From an optimization exercise on the open Yosys and OpenROAD flow, aimed at small area; shortcuts taken in it are not production practice.
In this exercise RTL edits were held to simulation tests only and were not proved equivalent to the original.
Power is estimated from default activity; no workload was simulated.

$ cat design/flow/run.sh
#!/bin/bash
# synth_recipe.tcl (not shown) runs the flow's synth.tcl, then flattens the netlist and writes it again
# the make line also repeats each setting of config.mk as NAME=value (left out here)
make -C /OpenROAD-flow-scripts/flow DESIGN_CONFIG=/design/flow/config.mk WORK_HOME=/design/flow/orfs CLKGATE_MAP_FILE= SYNTH_SCRIPT=/design/flow/synth_recipe.tcl finish
$ cat design/flow/config.mk
export PLATFORM = sky130hd
export DESIGN_NAME = sdram_ctrl
export DESIGN_NICKNAME = sdram_ctrl
export VERILOG_FILES = /design/flow/design.v
export SDC_FILE = /design/flow/constraint.sdc
export NUM_CORES = 4
export LEC_CHECK = 0
export CAP_MARGIN = 20
export CORE_MARGIN = 2
export CORE_UTILIZATION = 40
export SLEW_MARGIN = 20
$ cat design/flow/constraint.sdc
create_clock -name core_clock -period 10.0 [get_ports {sdram_clk}]
set_input_delay 2.0000 -clock core_clock [delete_from_list [all_inputs] [get_ports {sdram_clk}]]
set_output_delay 2.0000 -clock core_clock [all_outputs]
set_load 0.01 [all_outputs]
$ cat design/flow/design.v
module sdram_ctrl #(
    parameter CLK_FREQ_MHZ	= 100,	 
    parameter POWERUP_DELAY	= 200,	 
    parameter REFRESH_MS	= 64,	 
    parameter BURST_LENGTH	= 8,	 
    parameter ROW_WIDTH	    = 13,	 
    parameter COL_WIDTH	    = 9,	 
    parameter BA_WIDTH	    = 2,	 
    parameter tCAC		    = 2,	 
    parameter tRAC		    = 5,	 
    parameter tRP		    = 2,	 
    parameter tRC		    = 7,	 
    parameter tMRD		    = 2	     
)
(
    input			        sdram_rst,
    input			        sdram_clk,
    output	[BA_WIDTH-1:0]	ba_o,
    output		            [12:0]  a_o,
    output			        cs_n_o,
    output			        ras_n_o,
    output			        cas_n_o,
    output			        we_n_o,
    output reg	[15:0]	    dq_o,
    output reg	[1:0]	    dqm_o,
    input		[15:0]	    dq_i,
    output reg	        	dq_oe_o,
    output			        cke_o,
    output			        idle_o,
    input		[31:0]	    adr_i,
    output reg	[31:0]	    adr_o,
    input		[15:0]	    dat_i,
    output reg	[15:0]	    dat_o,
    input		[1:0]	    sel_i,
    input			        acc_i,
    output reg		        ack_o,
    input			        we_i
);
    localparam [3:0]
        INIT_POWERUP  = 4'b0000,
        INIT_PRE      = 4'b0001,
        INIT_REF      = 4'b0010,
        INIT_PGM_MODE = 4'b0011,
        READ          = 4'b0100,
        WRITE         = 4'b0101,
        ACTIVATE      = 4'b0110,
        PRE           = 4'b0111,
        IDLE          = 4'b1000,
        PRE_ALL       = 4'b1001,
        REF           = 4'b1010;
    reg  [3:0]  state;
    reg  [3:0]  cc;              
    reg  [10:0] rc;
    reg  [1:0]  ns;              
    reg         nc2;             
    reg         we_r;
    reg  [12:0] row_active[3:0];
    reg  [3:0]  bank_active;
    reg  [12:0] a;
    reg  [1:0]  ba;
    reg         ras_n, cas_n, we_n, a10;
    wire s_init  = ~state[3] & ~state[2];
    wire s_pwr   = s_init & ~state[1] & ~state[0];
    wire s_ipre  = s_init & ~state[1] &  state[0];
    wire s_iref  = s_init &  state[1] & ~state[0];
    wire s_ipgm  = s_init &  state[1] &  state[0];
    wire s_read  =  state[2] & ~state[1] & ~state[0];
    wire s_write =  state[2] & ~state[1] &  state[0];
    wire s_act   =  state[2] &  state[1] & ~state[0];
    wire s_pre   =  state[2] &  state[1] &  state[0];
    wire s_idle  =  state[3] & ~state[1] & ~state[0];
    wire s_pall  =  state[3] &  state[0];
    wire s_ref   =  state[3] &  state[1];
    wire c_eq2 = ~cc[2] & cc[1] & ~cc[0];           
    wire c_ge2 = cc[3] | cc[2] | cc[1];             
    wire c_gt2 = c_ge2 & ~c_eq2;                    
    wire c_ge7 = cc[3] | (cc[2] & cc[1] & cc[0]);   
    wire c_9   = cc[3] & cc[0];                     
    wire [1:0]  curr_bank = adr_i[24:23];
    wire [12:0] curr_row = adr_i[22:10];
    wire bact = bank_active[curr_bank];
    wire hit = bact & (row_active[curr_bank] == curr_row);
    wire any_active = |bank_active;
    wire ns_idle   = (ns == 2'd0);
    wire rfsh      = s_idle & rc[10];
    wire rd_end    = s_read & c_9;
    wire disp      = (s_idle & ~rc[10]) | s_write | (rd_end & ns_idle);
    wire chw       = s_read & c_ge7 & ~c_9 & ns_idle;
    wire d_wr      = disp & acc_i & hit & we_i;
    wire d_rd      = disp & acc_i & hit & ~we_i;
    wire d_pre     = disp & acc_i & ~hit & bact;
    wire d_act     = disp & acc_i & ~bact;
    wire ch_rd     = chw & acc_i & hit & ~we_i;
    wire ch_pre    = chw & acc_i & bact & ~(hit & ~we_i);
    wire ch_act    = chw & acc_i & ~bact;
    wire act_done  = s_act & cc[1];
    wire pre_done  = s_pre & (cc[1] | cc[0]);
    wire pall_done = s_pall & (cc[1] | cc[0]);
    wire ref_done  = s_ref & cc[2] & cc[1];
    wire pwr_done  = s_pwr & rc[10] & rc[9];
    wire ipre_done = s_ipre & cc[1] & cc[0];
    wire iref_ref  = s_iref & cc[3];
    wire mrs       = s_iref & (&rc[2:0]) & cc[2] & cc[1] & cc[0];
    wire ipgm_done = s_ipgm & cc[1] & cc[0];
    wire wr_go   = d_wr | (act_done & we_r);
    wire rd_go   = d_rd | (act_done & ~we_r) | ch_rd;
    wire pre_go  = d_pre | ch_pre;
    wire act_go  = d_act | ch_act | pre_done;
    wire pall_go = (rfsh & any_active) | pwr_done;
    wire ref_go  = (rfsh & ~any_active) | pall_done | ipre_done | iref_ref;
    wire dqm_zero = rd_go | (s_read & (~c_ge7 | (ns == 2'd1)));
    wire a10_oe = ras_n | ~we_n;
    assign cs_n_o  = 1'b0;
    assign cke_o   = 1'b1;
    assign ras_n_o = ras_n;
    assign cas_n_o = cas_n;
    assign we_n_o  = we_n;
    assign a_o     = {a[12:11], a10_oe ? a10 : a[10], a[9:0]};
    assign ba_o    = ba;
    assign idle_o  = state[3];
    always @(posedge sdram_clk) begin
        if (sdram_rst) begin
            ras_n <= 1'b1;
            cas_n <= 1'b1;
            we_n <= 1'b1;
            a10 <= 1'b0;
            dq_oe_o <= 1'b0;
            ack_o <= 1'b0;
            dqm_o <= 2'b11;
        end else begin
            ras_n <= ~(act_go | pre_go | pall_go | ref_go | mrs);
            cas_n <= ~(rd_go | wr_go | ref_go | mrs);
            we_n <= ~(wr_go | pre_go | pall_go | mrs);
            a10 <= pall_go;
            dq_oe_o <= wr_go;
            ack_o <= wr_go | (s_read & c_eq2);
            dqm_o <= wr_go ? ~sel_i : {2{~dqm_zero}};
        end
    end
    always @(posedge sdram_clk) begin
        if (sdram_rst)
            dq_o <= 0;
        else if (wr_go)
            dq_o <= dat_i;
    end
    always @(posedge sdram_clk) begin
        if (sdram_rst)
            ba <= 0;
        else if (s_idle | d_wr | d_rd | ch_rd)
            ba <= curr_bank;
    end
    always @(posedge sdram_clk) begin
        if (sdram_rst)
            a <= 0;
        else if (act_go)
            a <= curr_row;
        else if (wr_go | rd_go) begin
            a[12:11] <= adr_i[12:11];
            a[9:0] <= adr_i[10:1];
        end else if (mrs)
            a <= 13'h0223;
    end
    always @(posedge sdram_clk) begin
        if ((disp & acc_i & hit & (s_idle | we_i)) | act_done | (s_read & c_eq2))
            adr_o <= adr_i;
        else if (s_read & c_gt2)
            adr_o[3:1] <= adr_o[3:1] + 3'd1;
    end
    always @(posedge sdram_clk)
        if (s_read & c_ge2)
            dat_o <= dq_i;
    always @(posedge sdram_clk)
        if (disp | chw)
            we_r <= we_i;
    always @(posedge sdram_clk) begin
        if (sdram_rst | pall_done)
            bank_active <= 0;
        else if (pre_done)
            bank_active[curr_bank] <= 1'b0;
        else if (act_done)
            bank_active[curr_bank] <= 1'b1;
    end
    always @(posedge sdram_clk)
        if (act_done)
            row_active[curr_bank] <= curr_row;
    always @(posedge sdram_clk) begin
        if (ch_rd)
            ns <= 2'd1;
        else if (ch_pre)
            ns <= 2'd2;
        else if (ch_act)
            ns <= 2'd3;
        else if (~s_read | c_9)
            ns <= 2'd0;
        if (ns_idle)
            nc2 <= ~cc[3];
    end
    always @(posedge sdram_clk) begin
        if (sdram_rst)
            cc <= 4'd15;
        else if (s_idle | s_write | pwr_done | ipre_done | iref_ref | mrs |
                 pre_done | pall_done | act_done | (rd_end & ns_idle))
            cc <= 4'd0;
        else if (rd_end)
            cc <= {2'b00, nc2, ~nc2};
        else
            cc <= cc + 4'd1;
    end
    always @(posedge sdram_clk) begin
        if (sdram_rst)
            rc <= 11'd285;
        else if (mrs | rfsh)
            rc <= 11'd243;
        else
            rc <= rc + {10'd0, s_pwr ? (&cc) : (~rc[10] | iref_ref)};
    end
    always @(posedge sdram_clk) begin
        if (sdram_rst)
            state <= INIT_POWERUP;
        else if (pwr_done)
            state <= INIT_PRE;
        else if (ipre_done)
            state <= INIT_REF;
        else if (mrs)
            state <= INIT_PGM_MODE;
        else if (ipgm_done | ref_done)
            state <= IDLE;
        else if (rfsh)
            state <= any_active ? PRE_ALL : REF;
        else if (pall_done)
            state <= REF;
        else if (pre_done)
            state <= ACTIVATE;
        else if (act_done)
            state <= we_r ? WRITE : READ;
        else if (rd_end & ~ns_idle)
            state <= (ns == 2'd1) ? READ : (ns == 2'd2) ? PRE : ACTIVATE;
        else if (disp) begin
            if (d_pre)
                state <= PRE;
            else if (d_act)
                state <= ACTIVATE;
            else if (d_wr & ~rd_end)
                state <= WRITE;
            else if (d_rd & ~rd_end)
                state <= READ;
            else
                state <= IDLE;
        end
    end
endmodule
==> results of run 1 <==
## cell families after synthesis
family | after synthesis | synth area share, %
flops | 166 | 63.20
simple gates | 135 | 9.538
compound gates | 101 | 10.48
buf+inv | 51 | 3.877
mux | 40 | 8.773
xor+xnor | 23 | 2.930
fa+ha+maj | 6 | 1.092
other cells | 2 | 0.1093
## path summary, 6_finish.rpt
kind         cells past startpoint              from  slack, ps        end
max reg2reg                      8  row_active[2][3]       6830  adr_o[22]
min                              2             a[10]        470      a[10]
min reg2reg                      2             a[10]        470      a[10]
max                              9         adr_i[23]       5060  adr_o[22]
## registers in the layout, indices dropped and copies added, names as in the netlist, named ones only
name        flops
we_n            1
dq_oe_o         1
a10             1
nc2             1
ack_o           1
dqm_o           2
dat_o          16
rc             11
ras_n           1
cc              4
ns              2
row_active     52
adr_o          32
ba              2
dq_o           16
we_r            1
cas_n           1
a              13
state           4
## layer usage
metal,vias to the layer above,track usage (%),wire [µm]
li1,2266,-,-
met1,2337,23.06,6976
met2,155,30.71,8215
met3,14,5.068,958
met4,0,5.498,201
met5,-,0,0
## per-stage QoR
stage               utilization (%)  total power [mW]  setup slack [ps]  cells  hold WS (ps)
detailed placement            51.11             1.159              3343    866         469.5
CTS                           54.81             1.839              3817    898         478.2
global route                  54.94             1.908              4757    899         509.4
floorplan                         -             1.028              4994    524         445.4
finish                        54.94             1.826              5064    899         472.4
global placement              51.09             1.150              3486    866         463.7
## cell type report
| class | instances | area, µm² |
|---|---|---|
| clock buffer | 17 | 425.4 |
| clock inverter | 15 | 192.7 |
| fill | 1393 | 7526 |
| inverter | 11 | 41.29 |
| multi-input combinational | 307 | 2277 |
| sequential | 166 | 4344 |
| tap | 220 | 275.3 |
| timing repair buffer | 163 | 1619 |
## cells in the final DEF, fill, tap and decap left out, drive strengths merged, types with 4 or more instances in the layout
cell type / Yosys / layout
clkbuf: 16 / 17
nor3: 14 / 14
nor4: 4 / 4
mux2i: 25 / 25
xor2: 7 / 7
nand2: 29 / 29
a21oi: 28 / 28
dfxtp: 64 / 64
buf: 24 / 10
nand2b: 5 / 5
edfxtp: 102 / 102
clkinv: 0 / 5
a21o: 9 / 9
o21ai: 11 / 11
nand3: 10 / 10
inv: 11 / 15
mux4: 12 / 12
nand4: 8 / 8
a31oi: 5 / 5
ha: 6 / 6
a211oi: 11 / 11
nor2: 44 / 44
xnor2: 16 / 16
o31ai: 4 / 4
a221oi: 8 / 8
clkdlybuf4s50: 0 / 153
## power groups by stage
stage	combinational, mW	sequential, mW	clock, mW
after global routing	0.343	0.840	0.726
after CTS	0.314	0.832	0.692
after global placement	0.307	0.843	0
after detailed placement	0.312	0.847	0
final	0.312	0.833	0.681
after floorplan	0.192	0.836	0
## worst register-to-register path, delay by kind of cell, from the launching register on
kind            cells  cell delay [ps]
compound gates      3             1000
simple gates        2              500
buf+inv             2              490
mux                 1              470
flops               1              420
==> flow_summary.toml, run 1 <==
[status]
status = "timing/DRC/antenna clean"

[drt]
ant_nets = 0
first_iter_violations = 346
dr.pass1.iters = 8
vias = 4772
drc = 0
wire_per_inst_um = 18.19
route.detailed.vias_per_inst = 5.308
routed_wl_um = 16350

[layout]
nets = 742
fin_area_um2 = 9175
layout-drive-gt1-share_pct = 8.689
syn2layout_area_growth_pct = 33.47
diodes = 0

[worst_setup_path]
worstPathCellList = "buf_2 > mux4_1 > xnor2_1 > nand4_1 > a2111oi_4 > o211ai_1 > and3_1 > clkinv_1 > buf_16"
crit_buf_inv = 3
crit_required_ps = 10140
critPathTopFamily = "buffers and inverters"
critPathLaunchType = "primary input"
slowest_stage = "mux4_1"
end_kind = "register"
critical-path-max-stage-delay_ps = 650
cp.arrival_ps = 5080
crit_type = "primary input to register"
crit_fanout = 23

[cts]
h-tree-depth = 4
cts_root_buffer = "clkbuf_16"
cts_sinks = 166
cts_max_path_buffers = 2
hold_buffers = 0
tritoncts = "yes"
post_cts_buffers = 0
numCtsBuffers = 17
clock_latency_ps = 430
cts_resized = 0
cts.clk_slew.worst_paths_ps = 70

[timing]
hold_viol = 0
worst_pin_slew_ps = 1065
fin_crit_sh_pct = 49.36
fmaxAchievable_ghz = 0.2026
fin_tns_setup_ps = 0
slew_headroom_pct = 28.97
skew_ps = 10.83
slew_viol_final = 0
rsz0062_at_grt = "no"
period_minus_slack_ps = 4936
setup_viol = 0

[logic_synthesis]
ys_warn_count = 1
synth_nets = 600
avgSynthCellArea_um2 = 13.12
synth_area_um2 = 6874
synth_cell_type_count = 60
async_reset_ff_share_pct = 0
synth_area_leaders = "edfxtp_1 (45%), dfxtp_1 (19%), mux4_1 (4.2%)"
yosysTopAreaCell = "edfxtp_1"
synth-edff-count = 102
synthFlopType = "edfxtp_1"
synthTopCellsByCount = "edfxtp_1 (102), dfxtp_1 (64), nor2_1 (44)"
yosysMostFrequentCell = "edfxtp_1"
synth_seq_area_share_pct = 63.20
synth-seq-cells = 166
synth_cells = 524
yosysTopAreaCellShare_pct = 44.56

[floorplanning]
die_w_um = 135.1
die_h_um = 135.1
placementRows = 47
initial_utilization_pct = 41.16
die-area_um2 = 18250
num_io_pins = 159
core_um2 = 16700

[place]
portBuffers = 156
dpl.hpwl_um = 11620
placed_area_um2 = 8536
place_congestion = 0.9233

[pwr]
power_frac_comb_pct = 17.1
power.density_nw_per_um2 = 199.0
seq_power_share_pct = 45.6
clkPwrFrac_pct = 37.3
ir_drop_mv = 0.1466
intPower_mw = 1.342
p_sw_mw = 0.4834
netSwitchingFraction_pct = 26.48
cellLeakagePower_nw = 3.364

[global_routing]
grt_max_degree = 59
gr-total-overflow = 0
grt_usage_pct = 18.25
grt_pass1_vias = 4720
grt_pass1_wl_um = 25240
antenna_found_initial = 0

[run]
cap_violations = 0

[min_path]
min_path_type = "register to register"
==> run 2, diff against run 1 <==
--- a/design/flow/config.mk
+++ b/design/flow/config.mk
@@ -7,5 +7,5 @@
 export LEC_CHECK = 0
 export CAP_MARGIN = 20
 export CORE_MARGIN = 2
-export CORE_UTILIZATION = 40
+export CORE_UTILIZATION = 75
 export SLEW_MARGIN = 20
==> run 2 against run 1 <==
Area after synthesis did not move. The run now fails in clock tree synthesis (4_1_cts). Synthesized cell count did not move.
==> flow_summary.toml, run 2 <==
[logic_synthesis]
synth_cell_type_count = 60
synth-edff-count = 102
yosysMostFrequentCell = "edfxtp_1"
synthTopCellsByCount = "edfxtp_1 (102), dfxtp_1 (64), nor2_1 (44)"
yosysTopAreaCell = "edfxtp_1"
synth_area_leaders = "edfxtp_1 (45%), dfxtp_1 (19%), mux4_1 (4.2%)"
synthFlopType = "edfxtp_1"
ys_warn_count = 1
synth_seq_area_share_pct = 63.20
synth_area_um2 = 6874
synth_nets = 600
async_reset_ff_share_pct = 0
synth_cells = 524
avgSynthCellArea_um2 = 13.12
synth-seq-cells = 166
yosysTopAreaCellShare_pct = 44.56

[floorplanning]
die_h_um = 99.74
num_io_pins = 159
initial_utilization_pct = 78.06
die_w_um = 99.74
placementRows = 34

[cts]
numCtsBuffers = 17
cts_root_buffer = "clkbuf_8"
cts_sinks = 166
h-tree-depth = 4
cts_max_path_buffers = 2

[status]
status = "stopped before the end"
first-error = "[ERROR DPL-0038] Utilization greater than 100%, impossible to legalize"
stop_stage = "clock tree synthesis (4_1_cts)"

[place]
portBuffers = 156
place_congestion = 1.000
post-place-ws_ps = 3146
dpl.hpwl_um = 15340
## run 2: power by group through the flow
stage                     clock network [mW]  registers [mW]  logic, mW
after floorplan                            0           0.836      0.192
after global placement                     0           0.843      0.297
after detailed placement                   0           0.852      0.339
## run 2: kinds of logic after synthesis
| logic type | synth area share [%] |
|---|---|
| compound gates | 10.48 |
| xor+xnor | 2.930 |
| fa+ha+maj | 1.092 |
| buf+inv | 3.877 |
| flops | 63.20 |
| mux | 8.773 |
| other cells | 0.1093 |
| simple gates | 9.538 |
## run 2: worst min-delay path by stage
stage | from | end | cells after the start
after floorplan | a[10] | a[10] | 2
after global placement | a[10] | a[10] | 2
after detailed placement | dq_o[12] | dq_o[12] | 2
## run 2: per-stage QoR
step	hold WS [ps]	instance area, µm²	utilization [%]	cells
3_5_place_dp	495.6	8402	95.41	754
3_3_place_gp	461.3	8378	95.14	752
2_1_floorplan	445.4	6874	-	524
==> run 3, diff against run 2 <==
--- a/design/flow/design.v
+++ b/design/flow/design.v
@@ -33,7 +33,7 @@
     output reg	[15:0]	    dat_o,
     input		[1:0]	    sel_i,
     input			        acc_i,
-    output reg		        ack_o,
+    output		        ack_o,
     input			        we_i
 );
     localparam [3:0]
@@ -58,7 +58,7 @@
     reg  [3:0]  bank_active;
     reg  [12:0] a;
     reg  [1:0]  ba;
-    reg         ras_n, cas_n, we_n, a10;
+    reg         ras_n, cas_n, we_n;
     wire s_init  = ~state[3] & ~state[2];
     wire s_pwr   = s_init & ~state[1] & ~state[0];
     wire s_ipre  = s_init & ~state[1] &  state[0];
@@ -109,31 +109,27 @@
     wire pall_go = (rfsh & any_active) | pwr_done;
     wire ref_go  = (rfsh & ~any_active) | pall_done | ipre_done | iref_ref;
     wire dqm_zero = rd_go | (s_read & (~c_ge7 | (ns == 2'd1)));
-    wire a10_oe = ras_n | ~we_n;
     assign cs_n_o  = 1'b0;
     assign cke_o   = 1'b1;
     assign ras_n_o = ras_n;
     assign cas_n_o = cas_n;
     assign we_n_o  = we_n;
-    assign a_o     = {a[12:11], a10_oe ? a10 : a[10], a[9:0]};
+    assign a_o     = {a[12:11], ~ras_n & (we_n ? a[10] : cas_n & state[0] & ~state[2]), a[9:0]};
     assign ba_o    = ba;
     assign idle_o  = state[3];
+    assign ack_o   = dq_oe_o | (s_read & ~cc[2] & cc[1] & cc[0]);
     always @(posedge sdram_clk) begin
         if (sdram_rst) begin
             ras_n <= 1'b1;
             cas_n <= 1'b1;
             we_n <= 1'b1;
-            a10 <= 1'b0;
             dq_oe_o <= 1'b0;
-            ack_o <= 1'b0;
             dqm_o <= 2'b11;
         end else begin
             ras_n <= ~(act_go | pre_go | pall_go | ref_go | mrs);
             cas_n <= ~(rd_go | wr_go | ref_go | mrs);
             we_n <= ~(wr_go | pre_go | pall_go | mrs);
-            a10 <= pall_go;
             dq_oe_o <= wr_go;
-            ack_o <= wr_go | (s_read & c_eq2);
             dqm_o <= wr_go ? ~sel_i : {2{~dqm_zero}};
         end
     end
==> design/flow/flow/run.sh (new file) <==
#!/bin/bash
# Standard ORFS layout with smaller port buffers and small clock buffers
# without dummy loads.
set -euo pipefail
bash standard.sh \
  "BUFFER_PORTS_ARGS=-buffer_cell sky130_fd_sc_hd__buf_1" \
  "CTS_ARGS=-sink_clustering_enable -repair_clock_nets -buf_list {sky130_fd_sc_hd__clkbuf_4 sky130_fd_sc_hd__clkbuf_8} -dont_use_dummy_load" \
  finish > make_finish.log 2>&1
==> design/flow/standard.sh (new file) <==
#!/bin/bash
# synth_recipe.tcl (not shown) runs the flow's synth.tcl, then flattens the netlist and writes it again
# the make line also repeats each setting of config.mk as NAME=value (left out here)
make -C /OpenROAD-flow-scripts/flow DESIGN_CONFIG=/design/flow/config.mk WORK_HOME=/design/flow/orfs CLKGATE_MAP_FILE= SYNTH_SCRIPT=/design/flow/synth_recipe.tcl "${@:-finish}"
--- a/design/flow/config.mk
+++ b/design/flow/config.mk
@@ -7,5 +7,5 @@
 export LEC_CHECK = 0
 export CAP_MARGIN = 20
 export CORE_MARGIN = 2
-export CORE_UTILIZATION = 75
+export CORE_UTILIZATION = 60
 export SLEW_MARGIN = 20
removed: design/flow/run.sh
==> run 3 against run 2 <==
Synthesized cell count up 8.6%. The run now finishes clean. Area after synthesis up 1.4%.
==> flow_summary.toml, run 3 <==
[place]
dpl.hpwl_um = 11110
placed_area_um2 = 7595
post-place-ws_ps = 4716
dp_cells = 835
place_congestion = 0.8903
portBuffers = 156

[logic_synthesis]
synth_area_um2 = 6970
yosysMostFrequentCell = "edfxtp_1"
async_reset_ff_share_pct = 0
synth_nets = 645
yosysTopAreaCellShare_pct = 43.94
synthTopCellsByCount = "edfxtp_1 (102), nand2_1 (64), dfxtp_1 (62)"
avgSynthCellArea_um2 = 12.25
synth-seq-cells = 164
synthFlopType = "edfxtp_1"
synth-edff-count = 102
yosysTopAreaCell = "edfxtp_1"
ys_warn_count = 1
synth_area_leaders = "edfxtp_1 (44%), dfxtp_1 (18%), mux4_2 (3.9%)"
synth_cell_type_count = 63
synth_cells = 569
synth_seq_area_share_pct = 61.75

[timing]
fmaxAchievable_ghz = 0.2072
slew_viol_final = 0
slew_headroom_pct = 49.63
fin_crit_sh_pct = 48.26
period_minus_slack_ps = 4826
worst_pin_slew_ps = 752.7
rsz0062_at_grt = "no"
fin_ws_ps = 5174
fin_tns_setup_ps = 0
hold_viol = 0
whs_ps = 459.8
skew_ps = 27.21
setup_viol = 0

[min_path]
hold_depth = 2
min_from = "dq_o[14]"
min_path_type = "register to register"
min_to = "dq_o[14]"

[layout]
final_util_pct = 68.87
final_cells = 852
regMostFlops = "row_active"
diodes = 0
largest_registers = "row_active (52), adr_o (32)"
fin_area_um2 = 7830
layout_common_cells = "buf_1 (156), edfxtp_1 (102), nand2_1 (64)"
layout-drive-gt1-share_pct = 7.757
nets = 787
syn2layout_area_growth_pct = 12.33
final_common_cell = "buf_1"
largest_reg_flops = 52

[cts]
cts_sinks = 164
tritoncts = "yes"
numCtsBuffers = 17
cts_root_buffer = "clkbuf_8"
post_cts_buffers = 0
cts_resized = 0
clock_latency_ps = 440
hold_buffers = 0
cts.clk_slew.worst_paths_ps = 70
cts_max_path_buffers = 2
h-tree-depth = 4

[drt]
drc = 0
wire_per_inst_um = 18.33
dr.pass1.iters = 6
route.detailed.vias_per_inst = 5.865
routed_wl_um = 15620
first_iter_violations = 423
ant_nets = 0
vias = 4997

[run]
cap_violations = 0

[worst_setup_path]
slowest_stage = "a2111o_1"
end_kind = "register"
cpMostUsedCell = "buf_4"
r2r-end = "a[9]"
worstReg2RegStart = "state[1]"
critical-path-max-stage-delay_ps = 640
r2r_slack_ps = 6750
rr_worst_depth = 8
crit_fanout = 35
worstPathCellList = "buf_1 > buf_4 > mux4_2 > xnor2_1 > nand4_1 > a2111o_1 > o31ai_4 > buf_4 > mux2_2"
crit_required_ps = 10190
critPathLaunchType = "primary input"
cp.arrival_ps = 5010
crit_type = "primary input to register"

[floorplanning]
die_w_um = 111.8
num_io_pins = 159
core_um2 = 11370
die-area_um2 = 12500
placementRows = 39
die_h_um = 111.8
initial_utilization_pct = 61.31

[global_routing]
grt_max_degree = 41
grt_usage_pct = 25.57
antenna_found_initial = 0
gr-total-overflow = 0
grt_pass1_wl_um = 24850
grt_pass1_vias = 4908

[status]
status = "timing/DRC/antenna clean"

[pwr]
ir_drop_mv = 0.1201
total_power_mw = 1.441
cellLeakagePower_nw = 2.730
power.density_nw_per_um2 = 184.0
==> run 3: per-layer routing <==
layer,global-route usage [%],vias to the layer above,share of wire [%]
li1,-,2355,-
met1,32.90,2403,40
met2,43.31,215,51
met3,6.260,24,7.6
met4,7.654,0,1.8
met5,0,-,0
==> run 3: final cells by class <==
type | instances | area (µm²)
sequential | 164 | 4304
fill | 869 | 3540
clock buffer | 17 | 234.0
multi-input combinational | 343 | 2381
tap | 143 | 178.9
inverter | 19 | 71.32
timing repair buffer | 166 | 660.6
==> run 3: critical path, delay by kind of cell <==
family | cells | cell delay (ps)
xor+xnor | 1 | 150
compound gates | 2 | 890
simple gates | 1 | 190
mux | 2 | 950
buf+inv | 3 | 820
==> run 3: worst max-delay path by stage <==
stage | startpoint | endpoint | slack (ps) | cells after the start
floorplan | adr_i[23] | adr_o[2] | 4860 | 7
global placement | adr_i[23] | adr_o[2] | 4820 | 9
detailed placement | adr_i[23] | adr_o[2] | 4720 | 9
CTS | adr_i[23] | adr_o[2] | 5190 | 9
global route | adr_i[23] | adr_o[2] | 5000 | 9
finish | adr_i[23] | adr_o[2] | 5170 | 9
==> run 3: logic make-up (layout without fill, tap and decap cells) <==
| logic type | count (synthesis) | count (layout) | share of synthesized area [%] |
|---|---|---|---|
| AO/OA/AOI/OAI | 103 | 103 | 10.56 |
| multiplexers | 35 | 35 | 7.198 |
| AND/OR/NAND/NOR | 172 | 172 | 11.90 |
| flip-flops | 164 | 164 | 61.75 |
| XOR/XNOR | 25 | 25 | 3.141 |
| buffers and inverters | 62 | 202 | 4.272 |
| other | 2 | 2 | 0.1077 |
| adder cells (fa/ha/maj) | 6 | 6 | 1.077 |
==> run 3: report_power, final <==
| group | switching (mW) | leakage (nW) | internal (mW) |
|---|---|---|---|
| clock network | 0.195 | 0.122 | 0.150 |
| logic | 0.164 | 1.18 | 0.104 |
| registers | 0.0496 | 1.42 | 0.778 |
==> run 4, diff against run 3 <==
--- a/design/flow/config.mk
+++ b/design/flow/config.mk
@@ -7,5 +7,5 @@
 export LEC_CHECK = 0
 export CAP_MARGIN = 20
 export CORE_MARGIN = 2
-export CORE_UTILIZATION = 60
+export CORE_UTILIZATION = 75
 export SLEW_MARGIN = 20
==> run 4 against run 3 <==
Hold slack worse by 1.7 ps. Largest power group unchanged. First-iteration DRC count down 3.1%. Sequential power about the same. Utilization up 16 points. Clock power about the same. Final cell count down 4.1%. Sequential cell count unchanged. Register-to-register slack worse by 80 ps. Clock skew up 10 ps. Synthesized cell count unchanged. Still clean.
==> flow_summary.toml, run 4 <==
[status]
status = "timing/DRC/antenna clean"

[logic_synthesis]
yosysMostFrequentCell = "edfxtp_1"
synth-edff-count = 102
ys_warn_count = 1
synth_area_leaders = "edfxtp_1 (44%), dfxtp_1 (18%), mux4_2 (3.9%)"
synthSimpleGateAreaFrac_pct = 11.90
synthAdderAreaFrac_pct = 1.077
synthXorXnorAreaFrac_pct = 3.141
avgSynthCellArea_um2 = 12.25
synth_seq_area_share_pct = 61.75
synthFlopType = "edfxtp_1"
synth_nets = 645
async_reset_ff_share_pct = 0
synth-compound-area-share_pct = 10.55
muxShareOfSynthArea_pct = 7.198
synth_cell_type_count = 63
synthTopCellsByCount = "edfxtp_1 (102), nand2_1 (64), dfxtp_1 (62)"
synth_cells = 569
synth_top_family_by_area = "simple AND/OR/NAND/NOR gates"
synth-seq-cells = 164
yosysTopAreaCell = "edfxtp_1"
synth_area_um2 = 6970
yosysTopAreaCellShare_pct = 43.94

[place]
dp_cells = 800
post-place-ws_ps = 4317
dpl.hpwl_um = 11640
portBuffers = 156
place_congestion = 1.012
placed_area_um2 = 7526

[global_routing]
grt_max_degree = 45
grt_usage_pct = 33.42
grt_pass1_vias = 5112
antenna_found_initial = 0
met3_usage_pct = 7.312
grt_pass1_wl_um = 25360
grt_use_met2_pct = 57.25
met1_usage_pct = 39.75
gr-total-overflow = 0
busiest_layer = "met2"

[drt]
drc = 0
wire_per_inst_um = 20.07
route.detailed.vias_per_inst = 6.416
vias = 5242
dr.pass1.iters = 5
routed_wl_um = 16400
first_iter_violations = 410
ant_nets = 0

[layout]
nFillCells = 503
register_area_um2 = 4304
layout-drive-gt1-share_pct = 7.649
diodes = 0
layout_common_cells = "buf_1 (155), edfxtp_1 (102), nand2_1 (64)"
regMostFlops = "row_active"
fin_area_um2 = 7761
largest_reg_flops = 52
largest_registers = "row_active (52), adr_o (32)"
final_cells = 817
final_common_cell = "buf_1"
nets = 784
syn2layout_area_growth_pct = 11.34
final_util_pct = 85.21
multi_input_area_um2 = 2374

[floorplanning]
die_w_um = 100.4
die-area_um2 = 10080
die_h_um = 100.4
placementRows = 35
initial_utilization_pct = 76.52
num_io_pins = 159
core_um2 = 9109

[timing]
hold_viol = 0
rsz0062_at_grt = "no"
fin_ws_ps = 5168
whs_ps = 458.1
period_minus_slack_ps = 4832
setup_viol = 0
slew_headroom_pct = 25.96
fin_tns_setup_ps = 0
fin_crit_sh_pct = 48.32
slew_viol_final = 0
worst_pin_slew_ps = 1111
skew_ps = 37.63
fmaxAchievable_ghz = 0.2070

[cts]
numCtsBuffers = 17
cts_max_path_buffers = 2
cts_root_buffer = "clkbuf_8"
clock_latency_ps = 450
h-tree-depth = 4
cts_resized = 0
tritoncts = "yes"
cts_sinks = 164
cts.clk_slew.worst_paths_ps = 80
hold_buffers = 0
post_cts_buffers = 0

[pwr]
clkPwrFrac_pct = 23.9
netSwitchingFraction_pct = 28.97
cellLeakagePower_nw = 2.715
intPower_mw = 1.032
ir_drop_mv = 0.1546
seq_power_share_pct = 57.0
p_sw_mw = 0.4209
power_frac_comb_pct = 19.0
total_power_mw = 1.453
power.density_nw_per_um2 = 187.2

[min_path]
min_path_type = "register to register"

[worst_setup_path]
crit_required_ps = 10190
cp.arrival_ps = 5030
end_kind = "register"
crit_fanout = 35
crit_type = "primary input to register"
critPathLaunchType = "primary input"

[run]
cap_violations = 0
-- run 4: per-layer routing --
| layer | vias up | part of all wire (%) |
|---|---|---|
| li1 | 2345 | - |
| met1 | 2512 | 36 |
| met2 | 329 | 52 |
| met3 | 56 | 8.5 |
| met4 | 0 | 3.4 |
| met5 | - | 0 |
-- run 4: worst paths after layout --
| kind | from | slack (ps) | endpoint | depth (start not counted) |
|---|---|---|---|---|
| setup / recovery | adr_i[23] | 5170 | adr_o[2] | 9 |
| setup reg to reg | state[1] | 6670 | a[0] | 8 |
| hold / removal | dq_o[10] | 460 | dq_o[10] | 2 |
| hold reg to reg | dq_o[10] | 460 | dq_o[10] | 2 |
-- run 4: cell type report --
cell class | instances | area share (%)
Sequential cell | 164 | 55.46
Multi-Input combinational cell | 343 | 30.58
Timing Repair Buffer | 163 | 8.238
Clock buffer | 17 | 3.015
Tap cell | 111 | 1.789
Inverter | 19 | 0.9189
-- run 4: power groups by stage --
stage	Combinational, mW	Clock, mW	Sequential [mW]
4_1_cts	0.274	0.351	0.826
6_report	0.276	0.348	0.829
2_1_floorplan	0.212	0	0.824
5_1_grt	0.304	0.374	0.834
3_3_place_gp	0.255	0	0.836
3_5_place_dp	0.270	0	0.841
-- run 4: worst max-delay path: stages --
cell and delay, ps:
buf_1 70, buf_4 300, mux4_2 570, xnor2_1 160
nand4_1 170, a2111o_1 660, o31ai_4 260, buf_4 430
mux2_2 390
-- run 4: cells by family (layout without fill, tap and decap cells) --
kind of cell    Yosys count  after routing
buf+inv                  62            199
xor+xnor                 25             25
fa+ha+maj                 6              6
other cells               2              2
compound gates          103            103
simple gates            172            172
mux                      35             35
flops                   164            164

==> port drivers added, routing unchanged <==
No port has a modelled driver above. Below, the same layouts with a new extraction and two added sets of constraints.
Step 1, drivers: a clkbuf_16 drives sdram_clk and a buf_2 each remaining input, both assumed.
Step 2 moves the port delays by t, midway between the first and last clock arrival at a register: inputs arrive t later, outputs are due t later. That takes back most of the time a late clock gives input paths.
Slacks: no drivers / after step 1 / after step 2; pairs: no drivers / after step 1.
run | t, ns | setup WS [ns] | clock arrival spread, ns | pins driven straight from the clock port
run 1 | 0.467 | 5.064 / 5.082 / 4.615 | 0.011 / 0.011 | 1
run 3 | 0.462 | 5.174 / 5.188 / 4.726 | 0.027 / 0.028 | 1
run 4 | 0.468 | 5.168 / 5.174 / 4.706 | 0.037 / 0.038 | 1
After both steps setup and hold are still met in every run listed. For run 4, which loses most, drivers alone change the setup slack by +0.006 ns; drivers and shift together by -0.462 ns.
